From an optimization exercise on the open Yosys and OpenROAD flow, aimed at small area and a short achievable clock period; shortcuts taken in it are not production practice. Only simulation tests tie the RTL to the original design; equivalence was not proved. Power is estimated from default activity; no workload was simulated.

==> flow/design.v <==
`timescale 1ns / 1ps
module PPCPU(Clock, Resetn, PC, IF_Inst, MEM_Alu,
             DM_Write, DM_WData, DM_RData);
input Clock, Resetn;
input [31:0] IF_Inst;
output [31:0] PC;
output [31:0] MEM_Alu;
output DM_Write;
output [31:0] DM_WData;
input [31:0] DM_RData;
integer i;
reg [31:2] pc;               
reg [31:0] ir;               
reg        id_j, id_r1, id_r2;    
reg [31:28] id_pc4;          
reg [31:1] rs_oh, rt_oh;     
reg [31:0] ea, eb;           
reg [31:0] es;               
reg        e_fa, e_fb;       
reg        e_add, e_sub, e_and, e_or, e_xor, e_srl, e_sll;
reg [4:0]  exe_rn;
reg        exe_wreg, exe_m2reg, exe_wmem, exe_is_jump, exe_is_beq, exe_is_bne;
reg [31:0] mem_alu, mem_b;
reg [4:0]  mem_rn;
reg        mem_wreg, mem_m2reg, mem_wmem, mem_branch;
reg        wb_branch;
reg [32*32-1:32] rf;         
reg [31:1] vld;              
assign PC = {pc, 2'b00};
assign MEM_Alu = mem_alu;
assign DM_Write = mem_wmem;
assign DM_WData = mem_b;
function [31:1] onehot(input [4:0] n);
    integer k;
    for (k = 1; k < 32; k = k + 1) onehot[k] = n == k;
endfunction
wire [31:0] mem_wd = mem_m2reg ? DM_RData : mem_alu;    
reg [31:1] rf_we;
always @(posedge Clock)
    for (i = 1; i < 32; i = i + 1)
        if (rf_we[i]) rf[i*32 +: 32] <= mem_wd;
always @(posedge Clock or negedge Resetn)
    if (!Resetn) vld <= 0;
    else vld <= vld | rf_we;
wire [5:0] op = ir[31:26];
wire [5:0] func = ir[25:20];
wire [4:0] rs = ir[9:5];
wire [4:0] rt = ir[4:0];
wire [4:0] rd = ir[14:10];
wire op0 = op == 6'd0, op1 = op == 6'd1, op2 = op == 6'd2;
wire i_add  = op0 & (func[2:0] == 3'b001);
wire i_and  = op1 & (func[2:0] == 3'b001);
wire i_or   = op1 & (func[2:0] == 3'b010);
wire i_xor  = op1 & (func[2:0] == 3'b100);
wire i_srl  = op2 & (func[2:0] == 3'b010);
wire i_sll  = op2 & (func[2:0] == 3'b011);
wire i_addi = op == 6'd5;
wire i_andi = op == 6'd9;
wire i_ori  = op == 6'd10;
wire i_xori = op == 6'd12;
wire i_lw   = op == 6'd13;
wire i_sw   = op == 6'd14;
wire i_beq  = op == 6'd15;
wire i_bne  = op == 6'd16;
wire i_j    = op == 6'd18;
wire rs1_is_reg = id_r1;
wire rs2_is_reg = id_r2;
wire shift  = i_sll|i_srl;
wire aluimm = i_addi|i_andi|i_ori|i_xori|i_lw|i_sw;
wire regrt  = i_addi|i_andi|i_ori|i_xori|i_lw;
wire sext   = i_addi|i_lw|i_sw|i_beq|i_bne;
wire a_exe = rs1_is_reg & exe_wreg & (exe_rn == rs);
wire b_exe = rs2_is_reg & exe_wreg & (exe_rn == rt);
wire a_mem = rs1_is_reg & mem_wreg & (mem_rn == rs);
wire b_mem = rs2_is_reg & mem_wreg & (mem_rn == rt);
wire stall = (exe_m2reg & (a_exe | b_exe)) | exe_is_bne | exe_is_beq;
wire discard = exe_is_jump | mem_branch | wb_branch | stall;
wire f1 = func == 6'd1, f2 = func == 6'd2, f3 = func == 6'd3, f4 = func == 6'd4;
wire d_add = op0 | i_addi | i_lw | i_sw;
wire d_and = (op1 & f1) | i_andi;
wire d_or  = (op1 & f2) | i_ori;
wire d_xor = (op1 & f4) | i_xori;
wire d_srl = op2 & f2;
wire d_sll = op2 & f3;
wire d_sub = i_beq | i_bne;
wire va = |(rs_oh & vld), vb = |(rt_oh & vld);
reg [31:0] ra, rb;
always @* begin
    ra = 0;
    rb = 0;
    for (i = 1; i < 32; i = i + 1) begin
        ra = ra | ({32{rs_oh[i]}} & rf[i*32 +: 32]);
        rb = rb | ({32{rt_oh[i]}} & rf[i*32 +: 32]);
    end
end
wire [31:0] qa = va ? ra : {28'b0, (rs <= 5'd8) ? rs[3:0] : 4'd0};
wire [31:0] qb = vb ? rb : {28'b0, (rt <= 5'd8) ? rt[3:0] : 4'd0};
wire id_wreg = (i_add|i_and|i_or|i_xor|i_sll|i_srl|i_addi|i_andi|i_ori|i_xori|i_lw) & ~discard;
wire [4:0] id_rn = regrt ? rt : rd;
wire [31:0] imm = {{16{sext & ir[25]}}, ir[25:10]};
function [2:0] if_flags(input [31:0] w);    
    reg o0, o1, o2, add, a, o, x, rl, ll, addi, andi, ori, xori, lw, sw, beq, bne;
    begin
        o0 = w[31:26] == 6'd0; o1 = w[31:26] == 6'd1; o2 = w[31:26] == 6'd2;
        add = o0 & (w[22:20] == 3'b001);
        a   = o1 & (w[22:20] == 3'b001);
        o   = o1 & (w[22:20] == 3'b010);
        x   = o1 & (w[22:20] == 3'b100);
        rl  = o2 & (w[22:20] == 3'b010);
        ll  = o2 & (w[22:20] == 3'b011);
        addi = w[31:26] == 6'd5;  andi = w[31:26] == 6'd9;  ori = w[31:26] == 6'd10;
        xori = w[31:26] == 6'd12; lw = w[31:26] == 6'd13;   sw = w[31:26] == 6'd14;
        beq = w[31:26] == 6'd15;  bne = w[31:26] == 6'd16;
        if_flags = {w[31:26] == 6'd18,
                    add|a|o|x|addi|andi|ori|xori|lw|sw|beq|bne,
                    add|a|o|x|rl|ll|sw|beq|bne};
    end
endfunction
wire [31:2] pc4 = pc + 30'd1;
wire [31:2] bpc = pc + {{13{mem_b[16]}}, mem_b[16:0]};
wire [31:2] pcadd = mem_branch ? bpc : pc4;
wire [31:2] jpc = {id_pc4, ir[25:0]};
wire [31:2] npc = (id_j & ~wb_branch & ~mem_branch) ? jpc : pcadd;
always @(posedge Clock or negedge Resetn)
    if (!Resetn) begin
        pc <= 0;
        ir <= 0;
        {id_j, id_r1, id_r2} <= 0;
    end else if (!stall) begin
        pc <= npc;
        ir <= IF_Inst;
        {id_j, id_r1, id_r2} <= if_flags(IF_Inst);
    end
always @(posedge Clock)
    if (!stall) id_pc4 <= pcadd[31:28];    
always @(posedge Clock) begin
    rs_oh <= stall ? onehot(ir[9:5]) : onehot(IF_Inst[9:5]);
    rt_oh <= stall ? onehot(ir[4:0]) : onehot(IF_Inst[4:0]);
end
always @(posedge Clock) begin
    ea <= shift ? {27'b0, ir[19:15]} : a_exe ? 32'b0 : a_mem ? mem_wd : qa;
    eb <= aluimm ? imm : b_exe ? 32'b0 : b_mem ? mem_wd : qb;
    es <= (i_beq | i_bne) ? {15'b0, {ir[25], ir[25:10]} - 17'd1} : qb;
    e_fa <= ~shift & a_exe;
    e_fb <= ~aluimm & b_exe;
end
always @(posedge Clock or negedge Resetn)
    if (!Resetn) begin
        {e_add, e_sub, e_and, e_or, e_xor, e_srl, e_sll} <= 0;
        exe_rn <= 0;
        {exe_wreg, exe_m2reg, exe_wmem, exe_is_jump, exe_is_beq, exe_is_bne} <= 0;
    end else begin
        {e_add, e_sub, e_and, e_or, e_xor, e_srl, e_sll} <= {d_add, d_sub, d_and, d_or, d_xor, d_srl, d_sll};
        exe_rn <= id_rn;
        exe_wreg <= id_wreg;
        exe_m2reg <= i_lw;
        exe_wmem <= i_sw & ~discard;
        exe_is_jump <= i_j;
        exe_is_beq <= i_beq & ~discard;
        exe_is_bne <= i_bne & ~discard;
    end
wire [31:0] alua = ({32{e_fa}} & mem_alu) | ea;
wire [31:0] alub = ({32{e_fb}} & mem_alu) | eb;
reg [31:0] sh_in, shl;
always @* for (i = 0; i < 32; i = i + 1) sh_in[i] = e_sll ? alub[31-i] : alub[i];
wire [31:0] shr = sh_in >> ea[4:0];
always @* for (i = 0; i < 32; i = i + 1) shl[i] = shr[31-i];
wire [32:0] sum2 = {alua, 1'b1} + {alub ^ {32{e_sub}}, e_sub};
wire [31:0] sum = sum2[32:1];
wire [31:0] ealu = ({32{e_add | e_sub}} & sum)
                 | ({32{e_and}} & (alua & alub))
                 | ({32{e_or}}  & (alua | alub))
                 | ({32{e_xor}} & (alua ^ alub))
                 | ({32{e_srl}} & shr)
                 | ({32{e_sll}} & shl);
wire eq = alua == alub;
wire branch = (exe_is_beq & eq) | (exe_is_bne & ~eq);
always @(posedge Clock or negedge Resetn)
    if (!Resetn) begin
        mem_alu <= 0;
        mem_rn <= 0;
        rf_we <= 0;
        {mem_wreg, mem_m2reg, mem_wmem, mem_branch} <= 0;
        wb_branch <= 0;
    end else begin
        mem_alu <= ealu;
        mem_rn <= exe_rn;
        rf_we <= exe_wreg ? onehot(exe_rn) : 31'b0;
        {mem_wreg, mem_m2reg, mem_wmem, mem_branch} <= {exe_wreg, exe_m2reg, exe_wmem, branch};
        wb_branch <= mem_branch;
    end
always @(posedge Clock) begin
    mem_b <= es;
end
endmodule
==> flow/flow/run.sh <==
#!/bin/bash
# Layout: the standard flow (the standard.sh, standard synthesis unchanged), with
# one change: the input and output ports are buffered with buf_2 cells instead of
# the buffer that buffer_ports picks by default (a slow delay cell).
set -e
PORT_BUF="-buffer_cell sky130_fd_sc_hd__buf_2"
export BUFFER_PORTS_ARGS="$PORT_BUF"
if [ -w config.mk ]; then
    echo "export BUFFER_PORTS_ARGS = $PORT_BUF" >> config.mk
fi
bash standard.sh > standard_sh.log 2>&1
==> flow/standard.sh <==
#!/bin/bash
# synth_recipe.tcl (not shown) runs the flow's synth.tcl, then flattens the netlist and writes it again
# the make line also repeats each setting of config.mk as NAME=value (left out here)
make -C /OpenROAD-flow-scripts/flow DESIGN_CONFIG=/design/flow/config.mk WORK_HOME=/design/flow/orfs CLKGATE_MAP_FILE= SYNTH_SCRIPT=/design/flow/synth_recipe.tcl "${@:-finish}"
==> flow/config.mk <==
export PLATFORM = sky130hd
export DESIGN_NAME = PPCPU
export DESIGN_NICKNAME = PPCPU
export VERILOG_FILES = /design/flow/design.v
export SDC_FILE = /design/flow/constraint.sdc
export NUM_CORES = 4
export LEC_CHECK = 0
export CAP_MARGIN = 20
export CORE_MARGIN = 2
export CORE_UTILIZATION = 55
export SETUP_SLACK_MARGIN = 4.3
export SLEW_MARGIN = 20
export TNS_END_PERCENT = 0
export BUFFER_PORTS_ARGS = -buffer_cell sky130_fd_sc_hd__buf_2
==> flow/constraint.sdc <==
create_clock -name core_clock -period 7.0 [get_ports {Clock}]
set_input_delay 1.4000 -clock core_clock [delete_from_list [all_inputs] [get_ports {Clock}]]
set_output_delay 1.4000 -clock core_clock [all_outputs]
set_load 0.01 [all_outputs]
==> impl_metrics.ini, run 1 <==
[outcome]
outcome = timing/DRC/antenna clean

[worst_setup_path]
crit_fanout = 32
crit_path_max_incr_delay_ns = 0.71
worstPathRequired_ns = 7.63
cp-start-kind = flip-flop
cp-end-kind = flip-flop
r2r-end = eb[30]
r2r_cells = 9
crit_top_cell = o21ai_0
crit_chain = a22o_1, a221oi_1, nand3_1, or4_2, buf_6, o21ai_0, nor2_1, a21oi_1, o21ai_0
crit_slowest_cell = or4_2
critPathLaunch = rt_oh[23]
critPathKind = reg2reg
cp.arrival_ns = 4.05
reg2reg_from = rt_oh[23]
rrSetupSlack_ns = 3.58
critical_path.endpoint = eb[30]

[power]
peakVddDrop_mv = 0.319
pwr-share-seq = 0.463
leakage_nw = 27.1
power.density_mw_per_mm2 = 284
switching_power_mw = 5.55
pwr-share-clk = 0.403
comb_power_share = 0.134
internal_power_mw = 14.8
sw_frac_of_total = 0.273
power.total_mw = 20.4

[timing]
finalSetupViolations = 0
fin_crit_sh = 0.489
tns_ns = 0
period_minus_slack_ns = 3.42
worst_clock_skew_ns = 0.0300
timing.slew.headroom = 0.181
rsz0062_at_grt = yes
tightest_slew_ns = 1.22
final-hold-violation-count = 0
final_max_slew_viol_count = 0
max_freq_ghz = 0.292

[grt]
grt_start_max_net_pins = 86
track_usage = 0.491
gr-total-overflow = 0
grt_first_pass_wirelength_mm = 395
grt_pass1_vias = 49658
antenna_found_initial = 16

[logic_synthesis]
synth-compound-area-share = 0.203
yosys.area_share.simple = 0.0779
synth_seq_cells = 1375
synthAdderAreaFrac = 0.0255
synth_top_family_by_area = compound AO/OA/AOI/OAI gates
synth-edff-count = 996
synth-main-ff-cell = edfxtp_1
ys_warn_count = 1
yosysSeqAreaShare = 0.618
synthCells = 4892
ys_types = 81
synth.largest_area_cell = edfxtp_1
synth_top_area_share = 0.481
synth.avg_cell_area_um2 = 12.7
syn-cell-area_mm2 = 0.0622
muxShareOfSynthArea = 0.0297
async_flop_share = 0.136
netlist_top_cells_area = edfxtp_1 48%, dfrtp_1 7.5%, dfxtp_1 6.2%
yosys.area_share.xor_xnor = 0.0159

[floorplan]
die_area_mm2 = 0.116
coreArea_mm2 = 0.112
die_w_um = 340
initial_core_util = 0.554
fp.dieH_um = 340
num_io_pins = 163
core.rowCount = 123

[placed_design]
globalplace.congestion = 1.02
dp_hpwl_mm = 164
port_buffers = 160

[drt]
ant_nets = 0
wl_per_cell_um = 43.8
vias_per_cell = 8.07
drt-initial-drc-count = 11748
route.vias.total = 53950
drc = 0
routed_wl_mm = 293
first_pass_iters = 14

[layout]
fillCellCount = 8659
multi_input_area_mm2 = 0.0229
seq_area_mm2 = 0.0386
fin_nets = 5240
area_growth_pct = 15.0
drive_gt1_frac = 0.195

[clock_tree]
ctsHtreeMaxLevel = 4
cts_buffers = 142
clk_latency_ns = 0.79
root_buffer = clkbuf_16
cts_hold_buf = 0
cts_tree = built
max-clock-path-buffers = 3
clkTransAtPathRegs_ns = 0.07
cts.sinks = 1375

[run]
drv_cap = 0

[hold_path]
min_path_type = reg2reg
## worst min path at each step
stage	slack (ns)	cells after the start	start	endpoint
6_report	0.32	0	es[14]	mem_b[14]
5_1_grt	0.33	0	es[20]	mem_b[20]
4_1_cts	0.32	0	es[14]	mem_b[14]
3_5_place_dp	0.31	0	es[20]	mem_b[20]
3_3_place_gp	0.31	0	es[21]	mem_b[21]
2_1_floorplan	0.31	0	es[0]	mem_b[0]
## layout by cell type, fill, tap and decap left out, types with 148 or more instances in the layout
| cell | instances |
|---|---|
| edfxtp_1 | 996 |
| a221oi_1 | 377 |
| a22o_1 | 360 |
| nor2_1 | 264 |
| nand2_1 | 231 |
| a22oi_1 | 206 |
| buf_4 | 173 |
| buf_2 | 160 |
| clkbuf_16 | 150 |
| a21oi_1 | 148 |
## cell usage after synthesis (126+ instances only)
library cell  instances
a21oi_1             183
a221oi_1            385
a22o_1              360
a22oi_1             206
clkbuf_1            275
dfrtp_1             187
dfxtp_1             192
edfxtp_1            996
inv_1               126
nand2_1             233
nand4_1             131
nor2_1              269
o21ai_0             169
## kinds of logic after synthesis
group / count (synthesis)
AOI/OAI and AO/OA: 1631
DFF: 1375
and+or+nand+nor: 1007
buffers and inverters: 480
muxes: 159
adders and majority gates: 126
xor gates and xnor gates: 113
other: 1
## state kept, by name, indices dropped and copies added, names as in the netlist, 4 cells and up
register / cells
mem_rn: 5
rs_oh: 31
eb: 32
ir: 32
es: 32
rf: 992
mem_b: 32
pc: 30
rf_we: 31
rt_oh: 31
ea: 32
id_pc4: 4
vld: 31
exe_rn: 5
mem_alu: 32
## cell type report
class	count	share of cell area
Antenna cell	20	0.000699
Clock buffer	176	0.0546
Clock inverter	88	0.0154
Inverter	132	0.00745
Multi-Input combinational cell	3038	0.320
Sequential cell	1375	0.539
Tap cell	1500	0.0262
Timing Repair Buffer	358	0.0359
Timing Repair inverter	1	0.000105
## power by group through the flow
stage	Sequential [mW]	Combinational (mW)	Clock, mW
after global placement	9.55	2.42	0
after global routing	9.43	2.88	8.51
after floorplan	9.39	1.52	0
after CTS	9.39	2.50	8.18
final	9.42	2.73	8.20
after detailed placement	9.55	2.43	0
## per-layer routing
| metal | vias to the layer above | track usage | share of wire |
|---|---|---|---|
| met1 | 26123 | 0.611 | 0.33 |
| met5 | - | 0.00817 | 0.00089 |
| met4 | 16 | 0.332 | 0.091 |
| li1 | 20097 | - | - |
| met2 | 5933 | 0.690 | 0.41 |
| met3 | 1781 | 0.214 | 0.17 |
## stage by stage
step                worst slack (ns)  std cells  hold WS, ns  area, um^2  utilization
floorplan                       3.78       4893        0.310       62400            -
global placement                2.49       6338        0.310       64800        0.577
detailed placement              2.56       6338        0.312       64800        0.577
CTS                             3.67       6642        0.324       70600        0.628
global route                    3.60       6670        0.328       71500        0.637
finish                          3.58       6688        0.323       71600        0.637
## worst max-delay path, delay by kind of cell, from the launching register on
kind                   cells  cell delay (ns)
flip-flops                 1             0.60
AO/OA/AOI/OAI              5             1.35
AND/OR/NAND/NOR            3             0.90
buffers and inverters      1             0.33
## timing repair
item / CTS / global route
gates cloned: 4 / 2
resized for setup: 91 / 151
pin swaps: 28 / 48
buffers inserted: 36 / 24
endpoints found under the setup margin: 323 / 384
==> run 2: changes to the inputs <==
--- a/flow/design.v
+++ b/flow/design.v
@@ -18,3 +18,4 @@
 reg [31:0] es;               
-reg        e_fa, e_fb;       
+reg        e_fa;             
+reg        e_fbp, e_fbn, e_fbr, e_fbs;    
 reg        e_add, e_sub, e_and, e_or, e_xor, e_srl, e_sll;
@@ -23,2 +24,3 @@
 reg [31:0] mem_alu, mem_b;
+reg [31:0] mem_alu_n;        
 reg [4:0]  mem_rn;
@@ -100,2 +102,7 @@
 wire [31:0] imm = {{16{sext & ir[25]}}, ir[25:10]};
+wire [31:0] opb_id = aluimm ? imm : b_mem ? mem_wd : qb;
+function [31:0] rev32(input [31:0] x);
+    integer k;
+    for (k = 0; k < 32; k = k + 1) rev32[k] = x[31-k];
+endfunction
 function [2:0] if_flags(input [31:0] w);    
@@ -134,13 +141,16 @@
 always @(posedge Clock)
-    if (!stall) id_pc4 <= pcadd[31:28];    
-always @(posedge Clock) begin
-    rs_oh <= stall ? onehot(ir[9:5]) : onehot(IF_Inst[9:5]);
-    rt_oh <= stall ? onehot(ir[4:0]) : onehot(IF_Inst[4:0]);
-end
+    if (!stall) begin
+        id_pc4 <= pcadd[31:28];    
+        rs_oh <= onehot(IF_Inst[9:5]);
+        rt_oh <= onehot(IF_Inst[4:0]);
+    end
 always @(posedge Clock) begin
     ea <= shift ? {27'b0, ir[19:15]} : a_exe ? 32'b0 : a_mem ? mem_wd : qa;
-    eb <= aluimm ? imm : b_exe ? 32'b0 : b_mem ? mem_wd : qb;
+    eb <= (~aluimm & b_exe) ? 32'b0 : d_sub ? ~opb_id : d_sll ? rev32(opb_id) : opb_id;
     es <= (i_beq | i_bne) ? {15'b0, {ir[25], ir[25:10]} - 17'd1} : qb;
     e_fa <= ~shift & a_exe;
-    e_fb <= ~aluimm & b_exe;
+    e_fbp <= ~aluimm & b_exe & ~d_sub;
+    e_fbn <= ~aluimm & b_exe & d_sub;
+    e_fbr <= ~aluimm & b_exe & d_sll;
+    e_fbs <= ~aluimm & b_exe & ~d_sll;
 end
@@ -162,8 +172,8 @@
 wire [31:0] alua = ({32{e_fa}} & mem_alu) | ea;
-wire [31:0] alub = ({32{e_fb}} & mem_alu) | eb;
-reg [31:0] sh_in, shl;
-always @* for (i = 0; i < 32; i = i + 1) sh_in[i] = e_sll ? alub[31-i] : alub[i];
+wire [31:0] alub = ({32{e_fbp}} & mem_alu) | ({32{e_fbn}} & mem_alu_n) | eb;
+wire [31:0] sh_in = ({32{e_fbs}} & mem_alu) | ({32{e_fbr}} & rev32(mem_alu)) | eb;
+reg [31:0] shl;
 wire [31:0] shr = sh_in >> ea[4:0];
 always @* for (i = 0; i < 32; i = i + 1) shl[i] = shr[31-i];
-wire [32:0] sum2 = {alua, 1'b1} + {alub ^ {32{e_sub}}, e_sub};
+wire [32:0] sum2 = {alua, 1'b1} + {alub, e_sub};
 wire [31:0] sum = sum2[32:1];
@@ -175,3 +185,3 @@
                  | ({32{e_sll}} & shl);
-wire eq = alua == alub;
+wire eq = &(alua ^ alub);    
 wire branch = (exe_is_beq & eq) | (exe_is_bne & ~eq);
@@ -192,2 +202,3 @@
 always @(posedge Clock) begin
+    mem_alu_n <= ~ealu;
     mem_b <= es;
==> run 2 against run 1 <==
  * Still clean on timing, DRC and antenna
  * Sequential power is 7% higher
  * Synthesized area is 2.9% higher
  * Sequential share of layout area is 1.2 points higher
  * Critical endpoint is now ea[15]
  * Largest power group unchanged
==> impl_metrics.ini, run 2 <==
[floorplan]
core.rowCount = 125
coreArea_mm2 = 0.116
die_area_mm2 = 0.119
num_io_pins = 163
fp.dieH_um = 345
initial_core_util = 0.553
die_w_um = 345

[outcome]
outcome = timing/DRC/antenna clean

[timing]
finalSetupViolations = 0
fin_crit_sh = 0.520
max_freq_ghz = 0.275
worst_clock_skew_ns = 0.0334
tightest_slew_ns = 1.36
period_minus_slack_ns = 3.64
final-hold-violation-count = 0
rsz0062_at_grt = yes
tns_ns = 0
timing.slew.headroom = 0.0937
final_max_slew_viol_count = 0

[grt]
grt_pass1_vias = 50180
grt_first_pass_wirelength_mm = 397
gr-total-overflow = 0
track_usage = 0.478
antenna_found_initial = 28
grt_start_max_net_pins = 160

[power]
peakVddDrop_mv = 0.336
power.density_mw_per_mm2 = 317
leakage_nw = 26.4

[drt]
first_pass_iters = 11
route.vias.total = 54695
drc = 0
drt-initial-drc-count = 11369
vias_per_cell = 7.92
wl_per_cell_um = 42.4
routed_wl_mm = 293
ant_nets = 0

[layout]
instances_no_fill = 6904
fillCellCount = 8980
drive_gt1_frac = 0.150
largest_register = rf
largest_register_ffs = 992
fin_nets = 5410
layout_common_cells = 1058 x edfxtp_1, 367 x a22oi_1, 325 x nor2_1
mostFrequentLayoutCell = edfxtp_1
area_growth_pct = 12.8

[clock_tree]
cts_tree = built
cts.sinks = 1410
cts_hold_buf = 0
clkTransAtPathRegs_ns = 0.06
cts_buffers = 145
root_buffer = clkbuf_16
ctsHtreeMaxLevel = 4
max-clock-path-buffers = 3
clk_latency_ns = 0.81

[logic_synthesis]
synth.avg_cell_area_um2 = 12.5
ys_top_cells_by_count = 1058 x edfxtp_1, 367 x a22oi_1, 327 x nor2_1
ys_types = 84
synth.largest_area_cell = edfxtp_1
synth.most_common_cell = edfxtp_1
synth_top_area_share = 0.497
synth-edff-count = 1058
ys_warn_count = 1
async_flop_share = 0.133
synth-main-ff-cell = edfxtp_1
netlist_top_cells_area = edfxtp_1 50%, dfrtp_1 7.3%, dfxtp_1 5.2%
synthCells = 5139
syn-cell-area_mm2 = 0.0640
yosysSeqAreaShare = 0.621
synth_seq_cells = 1410

[worst_setup_path]
cp-start-kind = flip-flop
crit_fanout = 22
worstPathRequired_ns = 7.68
critPathKind = reg2reg
cp.arrival_ns = 4.32
cp-end-kind = flip-flop

[placed_design]
globalplace.congestion = 0.980
dp_hpwl_mm = 163
dpl.cell_count = 6581
port_buffers = 160

[hold_path]
min_path_type = reg2reg

[run]
drv_cap = 0
==> run 2: worst max-delay path, stage by stage (launching register included) <==
cell      delay [ns]
edfxtp_1        0.93
buf_4           0.58
a22o_1          0.26
a221oi_1        0.21
nand4_1         0.15
nor3_1          1.00
nor3_1          0.11
a21oi_1         0.18
nor2_1          0.06
==> run 2: kinds of logic after synthesis <==
logic type,after synthesis,share of synthesized area
flip-flops,1410,0.621
buffers and inverters,501,0.0302
AO/OA/AOI/OAI,1654,0.200
other,1,0.0000586
multiplexers,119,0.0227
AND/OR/NAND/NOR,1291,0.0974
adder cells (fa/ha/maj),96,0.0190
XOR/XNOR,67,0.00917
==> run 2: worst paths after layout <==
| path | end | depth (start not counted) | slack [ns] | from |
|---|---|---|---|---|
| worst max register to register | ea[15] | 8 | 3.36 | rs_oh[27] |
| max in group asynchronous | rf_we[7] | 2 | 4.98 | Resetn |
| worst min register to register | mem_b[2] | 0 | 0.31 | es[2] |
| worst min-delay path | mem_b[2] | 0 | 0.31 | es[2] |
| min in group asynchronous | mem_alu[14] | 1 | 0.51 | Resetn |
| worst max-delay path | ea[15] | 8 | 3.36 | rs_oh[27] |
==> run 2: timing repair <==
action,in CTS,in global routing
pin swaps,12,15
buffers inserted,27,16
endpoints found under the setup margin,381,381
cloned,0,0
resized for setup,38,49
==> run 2: layout make-up <==
cell class / instances / area (um^2) / share of cell area
Inverter: 112 / 433 / 0.00600
Clock buffer: 188 / 3940 / 0.0545
Tap cell: 1524 / 1910 / 0.0264
Multi-Input combinational cell: 3229 / 22700 / 0.314
Timing Repair Buffer: 350 / 2360 / 0.0328
Sequential cell: 1410 / 39800 / 0.552
Antenna cell: 11 / 27.5 / 0.000381
Clock inverter: 80 / 1040 / 0.0144
==> run 2: routing by layer <==
metal,part of all wire,wire [um],track usage
met2,0.42,122000,0.692
met4,0.082,23900,0.297
met1,0.33,97000,0.589
met3,0.17,49600,0.206
met5,0.00090,264,0.00280
==> run 2: through the flow <==
step                      hold WS [ns]  setup slack [ns]   util  cell area [um^2]  total power, mW
after floorplan                  0.310              3.93      -             64200             12.8
after global routing             0.329              3.47  0.624             72200             23.4
after global placement           0.312              2.85  0.574             66500             14.5
after detailed placement         0.312              2.83  0.575             66500             14.6
after CTS                        0.321              3.53  0.621             71800             22.6
final                            0.313              3.36  0.624             72200             22.9
==> run 2: where the power goes <==
group	switching [mW]	internal, mW
combinational	3.07	1.56
clock	3.54	4.57
sequential	0.532	9.60

[port drivers added, routing unchanged]
How much do the figures lean on ideal ports? The routed layouts below were timed once more, with nothing changed but the port constraints.
Step 1 (the two cells are an assumption about what drives the block):
set clk [get_ports {Clock}]
set_driving_cell -lib_cell sky130_fd_sc_hd__clkbuf_16 $clk
set_driving_cell -lib_cell sky130_fd_sc_hd__buf_2 [delete_from_list [all_inputs] $clk]
Step 2 adds t to the input delays and takes it off the output delays; t is the mean of the earliest and latest rising clock arrival at the registers after step 1. Input paths then give back, and output paths get back, about the clock's delay inside the block.
a / b / c = ideal / step 1 / step 2; a / b = the first two.
run	t, ns	setup slack, ns	worst data-port slew with drivers (ns)
run 1	0.852	3.579 / 3.579 / 3.249	0.05
run 2	0.874	3.359 / 3.359 / 3.359	0.08
After both steps every run listed still meets setup and hold. For run 1, which loses most, drivers alone change the setup slack by 0.000 ns; drivers and shift together by -0.330 ns.
